This design comes from an exercise in tuning for small area and a short achievable clock period on the open sky130 flow, not from production work.
In this exercise RTL edits were held to simulation tests only and were not proved equivalent to the original.

==> run X <==
// fir_pipe_1
module fir_pipe_1(
    input clk,
    input reset_p,
    input [15:0]x,
    output [15:0]y
    );
clock: 10.0 ns
lec_check: 0
cap_margin: 20
core_margin: 2
core_utilization: 40
cts_buf_list: sky130_fd_sc_hd__clkbuf_8
slew_margin: 20
synth_hierarchical: 1
standard.sh (not shown) runs the stock make flow with config.mk's settings and CLKGATE_MAP_FILE= SYNTH_SCRIPT=/design/flow/synth_recipe.tcl, a recipe that flattens the netlist after the stock synthesis.
==> flow/flow/run.sh <==
#!/bin/bash
# Standard layout flow, with the timing repair steps asked to leave a setup
# margin below the clock period (the constraints themselves are unchanged).
set -euo pipefail
bash standard.sh SETUP_SLACK_MARGIN=${FLOW_MARGIN:-6.9} finish > standard.log 2>&1
==> inputs of run H, as changes to run X <==
--- a/flow/design.v
+++ b/flow/design.v
@@ -2,26 +2,23 @@
 module fir_pipe_1(
     input clk,
     input reset_p,
     input [15:0]x,
     output [15:0]y
     );
     reg [15:0] d [1:19];
     reg [3:0] fill;        
-    reg y_ok;              
     integer i;
     always @(posedge clk or posedge reset_p) begin
         if (reset_p) begin
             fill <= 4'd0;
-            y_ok <= 1'b0;
             d[1] <= 16'd0;
         end else begin
             if (fill != 4'd11) fill <= fill + 4'd1;
-            y_ok <= (fill == 4'd11);
             d[1] <= x;
         end
     end
     always @(posedge clk) begin
         for (i = 2; i <= 10; i = i + 1) d[i] <= d[i-1];
         d[11] <= (fill >= 4'd10) ? d[10] : 16'd0;
         for (i = 12; i <= 19; i = i + 1) d[i] <= d[i-1];
     end
@@ -1129,15 +1126,15 @@
     wire fs777, fc778;
     fa3 ufs777 (.a(rr[95]), .b(rr[96]), .c(rr[97]), .s(fs777), .co(fc778));
     wire fs779, fc780;
     fa3 ufs779 (.a(~rr[99]), .b(rr[98]), .c(rr[100]), .s(fs779), .co(fc780));
     wire [31:0] fa_ = {1'b0, rr[107], rr[104], rr[102], ~fc780, ~fc778, ~fc776, fc774, fc772, fc770, fc768, fc766, fc764, fc762, fc760, fc758, fc756, fc754, fc752, fc750, fc748, fc746, fc744, fc742, fc740, fc738, fc736, fc734, fc732, fc730, fs729, rr[0]};
     wire [31:0] fb_ = {1'b0, ~rr[106], rr[105], rr[103], rr[101], ~fs779, ~fs777, ~fs775, fs773, fs771, fs769, fs767, fs765, fs763, fs761, fs759, fs757, fs755, fs753, fs751, fs749, fs747, fs745, fs743, fs741, fs739, fs737, fs735, fs733, fs731, fs685, rr[1]};
     wire [31:0] acc = fa_ + fb_ + 32'd2147483648;
     reg [15:0] y_r;
-    always @(posedge clk) y_r <= acc[31:16];
-    assign y = y_r & {16{y_ok}};
+    always @(posedge clk) y_r <= (fill == 4'd11) ? acc[31:16] : 16'd0;
+    assign y = y_r;
 endmodule
 module fa3(input a, input b, input c, output s, output co);
     assign s = a ^ b ^ c;
     assign co = (a & b) | (a & c) | (b & c);
 endmodule
Settings changed: CORE_UTILIZATION 40 to 50, CTS_BUF_LIST sky130_fd_sc_hd__clkbuf_8 to sky130_fd_sc_hd__clkbuf_16, CTS_CLUSTER_DIAMETER set to 60, CTS_CLUSTER_SIZE set to 25, GPL_ROUTABILITY_DRIVEN set to 0.
==> inputs of run P, as changes to run X <==
--- a/flow/design.v
+++ b/flow/design.v
@@ -1,35 +1,32 @@
 `timescale 1ns / 1ps
 module fir_pipe_1(
     input clk,
     input reset_p,
     input [15:0]x,
     output [15:0]y
     );
     reg [15:0] d [1:19];
-    reg [3:0] fill;        
-    reg y_ok;              
+    reg [3:0] fill;
     integer i;
+    always @(posedge clk) begin
+        d[1] <= x;
+        for (i = 2; i <= 8; i = i + 1) d[i] <= d[i-1];
+    end
     always @(posedge clk or posedge reset_p) begin
         if (reset_p) begin
             fill <= 4'd0;
-            y_ok <= 1'b0;
-            d[1] <= 16'd0;
+            for (i = 9; i <= 19; i = i + 1) d[i] <= 16'd0;
         end else begin
-            if (fill != 4'd11) fill <= fill + 4'd1;
-            y_ok <= (fill == 4'd11);
-            d[1] <= x;
+            if (fill != 4'd8) fill <= fill + 4'd1;
+            d[9] <= (fill == 4'd8) ? d[8] : 16'd0;
+            for (i = 10; i <= 19; i = i + 1) d[i] <= d[i-1];
         end
     end
-    always @(posedge clk) begin
-        for (i = 2; i <= 10; i = i + 1) d[i] <= d[i-1];
-        d[11] <= (fill >= 4'd10) ? d[10] : 16'd0;
-        for (i = 12; i <= 19; i = i + 1) d[i] <= d[i-1];
-    end
     reg [16:0] p0;
     reg [16:0] p1;
     reg [16:0] p2;
     reg [16:0] p3;
     reg [16:0] p4;
     wire [16:0] pa0_a = {d[9][15], d[9][15], d[9][14], d[9][13], d[9][12], d[9][11], d[9][10], d[9][9], d[9][8], d[9][7], d[9][6], d[9][5], d[9][4], d[9][3], d[9][2], d[9][1], d[9][0]};
     wire [16:0] pa0_b = {d[19][15], d[19][15], d[19][14], d[19][13], d[19][12], d[19][11], d[19][10], d[19][9], d[19][8], d[19][7], d[19][6], d[19][5], d[19][4], d[19][3], d[19][2], d[19][1], d[19][0]};
     wire [16:0] pa0_g = pa0_a & pa0_b;
@@ -320,18 +317,24 @@
     wire pa4_P24 = pa4_p[10] & pa4_P18;
     wire pa4_G25 = pa4_g[12] | (pa4_p[12] & pa4_G16);
     wire pa4_P25 = pa4_p[12] & pa4_P16;
     wire pa4_G26 = pa4_g[14] | (pa4_p[14] & pa4_G19);
     wire pa4_P26 = pa4_p[14] & pa4_P19;
     wire pa4_G27 = pa4_g[16] | (pa4_p[16] & pa4_G15);
     wire pa4_P27 = pa4_p[16] & pa4_P15;
     wire [16:0] pn4 = {pa4_p[16] ^ pa4_G15, pa4_p[15] ^ pa4_G26, pa4_p[14] ^ pa4_G19, pa4_p[13] ^ pa4_G25, pa4_p[12] ^ pa4_G16, pa4_p[11] ^ pa4_G24, pa4_p[10] ^ pa4_G18, pa4_p[9] ^ pa4_G23, pa4_p[8] ^ pa4_G13, pa4_p[7] ^ pa4_G22, pa4_p[6] ^ pa4_G17, pa4_p[5] ^ pa4_G21, pa4_p[4] ^ pa4_G9, pa4_p[3] ^ pa4_G20, pa4_p[2] ^ pa4_G1, pa4_p[1] ^ pa4_g[0], pa4_p[0]};
-    always @(posedge clk) begin
-        begin
+    always @(posedge clk or posedge reset_p) begin
+        if (reset_p) begin
+            p0 <= 17'h0;
+            p1 <= 17'h0;
+            p2 <= 17'h0;
+            p3 <= 17'h0;
+            p4 <= 17'h0;
+        end else begin
             p0 <= pn0;
             p1 <= pn1;
             p2 <= pn2;
             p3 <= pn3;
             p4 <= pn4;
         end
     end
     wire fs1, fc2;
@@ -1026,17 +1029,19 @@
     wire fs679, fc680;
     fa3 ufs679 (.a(fc662), .b(fs677), .c(fc674), .s(fs679), .co(fc680));
     wire fs681, fc682;
     fa3 ufs681 (.a(p4[16]), .b(d[15][15]), .c(p3[16]), .s(fs681), .co(fc682));
     wire fs683, fc684;
     fa3 ufs683 (.a(fc664), .b(~fs681), .c(fc678), .s(fs683), .co(fc684));
     reg [107:0] rr;
     wire [107:0] rr_d = {fc684, fc682, fc680, fs683, fc676, fs679, fs675, fc670, fs671, fc654, fc668, fs669, fc650, fs667, fc666, fs649, fs665, fc642, fs641, fc638, fc636, fs639, fs637, fc634, fs635, fc632, fc630, fs633, fc628, fs631, fs629, fc626, fs627, fc624, fs625, fs623, fc620, fc622, fs619, fs621, fc618, fc616, fc614, fs617, fs615, fc612, fs613, fc610, fs611, fc608, fs609, fc606, fc604, fs607, fs605, fc602, fs603, fc600, fs601, fc598, fs599, fc596, fs597, fs595, fc594, fc592, fs593, fs591, fc590, fc588, fs589, fc584, fs587, fc586, fc582, fs583, fs585, fc580, fs581, fc578, fs579, fc576, fs577, fc574, fs575, fc572, fs573, fc570, fs571, fc568, fs569, fc566, fs567, fc564, fs565, fs563, fc560, fc562, fs559, fs561, fc558, p1[1], fs557, p1[0], d[15][0], p4[0], p2[0], p1[0]};
-    always @(posedge clk) rr <= rr_d;
+    always @(posedge clk or posedge reset_p)
+        if (reset_p) rr <= 108'h14b8a4140212300030000222400;
+        else rr <= rr_d;
     wire fs685, fc686;
     assign fs685 = rr[2] ^ rr[5];
     assign fc686 = rr[2] & rr[5];
     wire fs687, fc688;
     fa3 ufs687 (.a(rr[7]), .b(rr[8]), .c(rr[9]), .s(fs687), .co(fc688));
     wire fs689, fc690;
     fa3 ufs689 (.a(rr[10]), .b(rr[11]), .c(rr[12]), .s(fs689), .co(fc690));
     wire fs691, fc692;
@@ -1130,14 +1135,14 @@
     fa3 ufs777 (.a(rr[95]), .b(rr[96]), .c(rr[97]), .s(fs777), .co(fc778));
     wire fs779, fc780;
     fa3 ufs779 (.a(~rr[99]), .b(rr[98]), .c(rr[100]), .s(fs779), .co(fc780));
     wire [31:0] fa_ = {1'b0, rr[107], rr[104], rr[102], ~fc780, ~fc778, ~fc776, fc774, fc772, fc770, fc768, fc766, fc764, fc762, fc760, fc758, fc756, fc754, fc752, fc750, fc748, fc746, fc744, fc742, fc740, fc738, fc736, fc734, fc732, fc730, fs729, rr[0]};
     wire [31:0] fb_ = {1'b0, ~rr[106], rr[105], rr[103], rr[101], ~fs779, ~fs777, ~fs775, fs773, fs771, fs769, fs767, fs765, fs763, fs761, fs759, fs757, fs755, fs753, fs751, fs749, fs747, fs745, fs743, fs741, fs739, fs737, fs735, fs733, fs731, fs685, rr[1]};
     wire [31:0] acc = fa_ + fb_ + 32'd2147483648;
     reg [15:0] y_r;
     always @(posedge clk) y_r <= acc[31:16];
-    assign y = y_r & {16{y_ok}};
+    assign y = y_r;
 endmodule
 module fa3(input a, input b, input c, output s, output co);
     assign s = a ^ b ^ c;
     assign co = (a & b) | (a & c) | (b & c);
 endmodule
Settings changed: CORE_UTILIZATION 40 to 60, PLACE_DENSITY set to 0.8.
==> inputs of run M, as changes to run X <==
--- a/flow/design.v
+++ b/flow/design.v
@@ -2,26 +2,23 @@
 module fir_pipe_1(
     input clk,
     input reset_p,
     input [15:0]x,
     output [15:0]y
     );
     reg [15:0] d [1:19];
     reg [3:0] fill;        
-    reg y_ok;              
     integer i;
     always @(posedge clk or posedge reset_p) begin
         if (reset_p) begin
             fill <= 4'd0;
-            y_ok <= 1'b0;
             d[1] <= 16'd0;
         end else begin
             if (fill != 4'd11) fill <= fill + 4'd1;
-            y_ok <= (fill == 4'd11);
             d[1] <= x;
         end
     end
     always @(posedge clk) begin
         for (i = 2; i <= 10; i = i + 1) d[i] <= d[i-1];
         d[11] <= (fill >= 4'd10) ? d[10] : 16'd0;
         for (i = 12; i <= 19; i = i + 1) d[i] <= d[i-1];
     end
@@ -1129,15 +1126,15 @@
     wire fs777, fc778;
     fa3 ufs777 (.a(rr[95]), .b(rr[96]), .c(rr[97]), .s(fs777), .co(fc778));
     wire fs779, fc780;
     fa3 ufs779 (.a(~rr[99]), .b(rr[98]), .c(rr[100]), .s(fs779), .co(fc780));
     wire [31:0] fa_ = {1'b0, rr[107], rr[104], rr[102], ~fc780, ~fc778, ~fc776, fc774, fc772, fc770, fc768, fc766, fc764, fc762, fc760, fc758, fc756, fc754, fc752, fc750, fc748, fc746, fc744, fc742, fc740, fc738, fc736, fc734, fc732, fc730, fs729, rr[0]};
     wire [31:0] fb_ = {1'b0, ~rr[106], rr[105], rr[103], rr[101], ~fs779, ~fs777, ~fs775, fs773, fs771, fs769, fs767, fs765, fs763, fs761, fs759, fs757, fs755, fs753, fs751, fs749, fs747, fs745, fs743, fs741, fs739, fs737, fs735, fs733, fs731, fs685, rr[1]};
     wire [31:0] acc = fa_ + fb_ + 32'd2147483648;
     reg [15:0] y_r;
-    always @(posedge clk) y_r <= acc[31:16];
-    assign y = y_r & {16{y_ok}};
+    always @(posedge clk) y_r <= (fill == 4'd11) ? acc[31:16] : 16'd0;
+    assign y = y_r;
 endmodule
 module fa3(input a, input b, input c, output s, output co);
     assign s = a ^ b ^ c;
     assign co = (a & b) | (a & c) | (b & c);
 endmodule
Settings changed: CTS_BUF_LIST sky130_fd_sc_hd__clkbuf_8 to sky130_fd_sc_hd__clkbuf_16, CTS_CLUSTER_DIAMETER set to 80, CTS_CLUSTER_SIZE set to 25.
==> results.json <==
{
  "final-nonclk-buf-share_pct": 2.43,
  "inverters": 195,
  "cts_setup_buffers": 13,
  "final_common_cell": "dfxtp_1",
  "outcome": "timing/DRC/antenna clean",
  "syn-cell-area_sq_um": 23400,
  "die_w_microns": 220
}
the above is filed under run H

==> results.json <==
{
  "outcome": "timing/DRC/antenna clean",
  "syn-cell-area_sq_um": 24800,
  "worst-path-max-fanout": 3,
  "async_reset_ff_share_pct": 72.0,
  "final-nonclk-buf-share_pct": 3.79,
  "hp-start": "d[2][12]",
  "final_common_cell": "fa_1",
  "cts_setup_buffers": 57,
  "die_w_microns": 207,
  "inverters": 196
}
the above is filed under run P

==> results.json <==
{
  "largest_reg_flops": 304,
  "outcome": "timing/DRC/antenna clean",
  "clock_tree_area_fraction_pct": 3.78,
  "synth_top_family_by_area": "adder cells",
  "inverters": 195,
  "numCtsBuffers": 30,
  "syn-cell-area_sq_um": 23400,
  "cts_setup_buffers": 10,
  "final-nonclk-buf-share_pct": 2.44,
  "die_w_microns": 246
}
the above is filed under run M

==> results.json <==
{
  "layout_setup_ws_ns": 6.43,
  "tightest_slew_ns": 0.816,
  "met1_length_mm": 21.3,
  "die_w_microns": 244,
  "final-nonclk-buf-share_pct": 2.99,
  "final_common_cell": "dfxtp_1",
  "outcome": "timing/DRC/antenna clean",
  "inverters": 178,
  "cp-start-kind": "register",
  "numCtsBuffers": 85
}
the above is filed under run X

-- re-timing with driven ports --
The results above use ideal ports. As a check the final layouts listed here were re-extracted and re-timed, cells and wires unchanged. Step 1, drivers: a clkbuf_16 drives clk and a buf_2 each remaining input, both assumed. Step 2 moves the port delays by t, midway between the first and last clock arrival at a register: inputs arrive t later, outputs are due t later. That takes back most of the time a late clock gives input paths. Slacks: ideal ports / drivers / drivers and shift; pairs: ideal ports / drivers.
run | shift t [ns] | setup slack, ns | worst setup path after step 2 | worst register clock-pin slew, ns | cell pins on the clock port's net
run X | 0.699 | 6.425 / 6.375 / 6.655 | register to register | 0.07 / 0.07 | 1
run H | 0.620 | 6.856 / 6.856 / 6.856 | register to register | 0.09 / 0.09 | 1
run P | 0.706 | 6.482 / 6.482 / 6.417 | input, reset recovery | 0.07 / 0.07 | 1
run M | 0.657 | 6.873 / 6.848 / 6.873 | register to register | 0.10 / 0.10 | 1
After both steps every run listed still meets setup and hold. The setup slack of run P, which loses most, moves by 0.000 ns with the drivers and by -0.065 ns with both steps. Setup slack includes reset recovery checks.
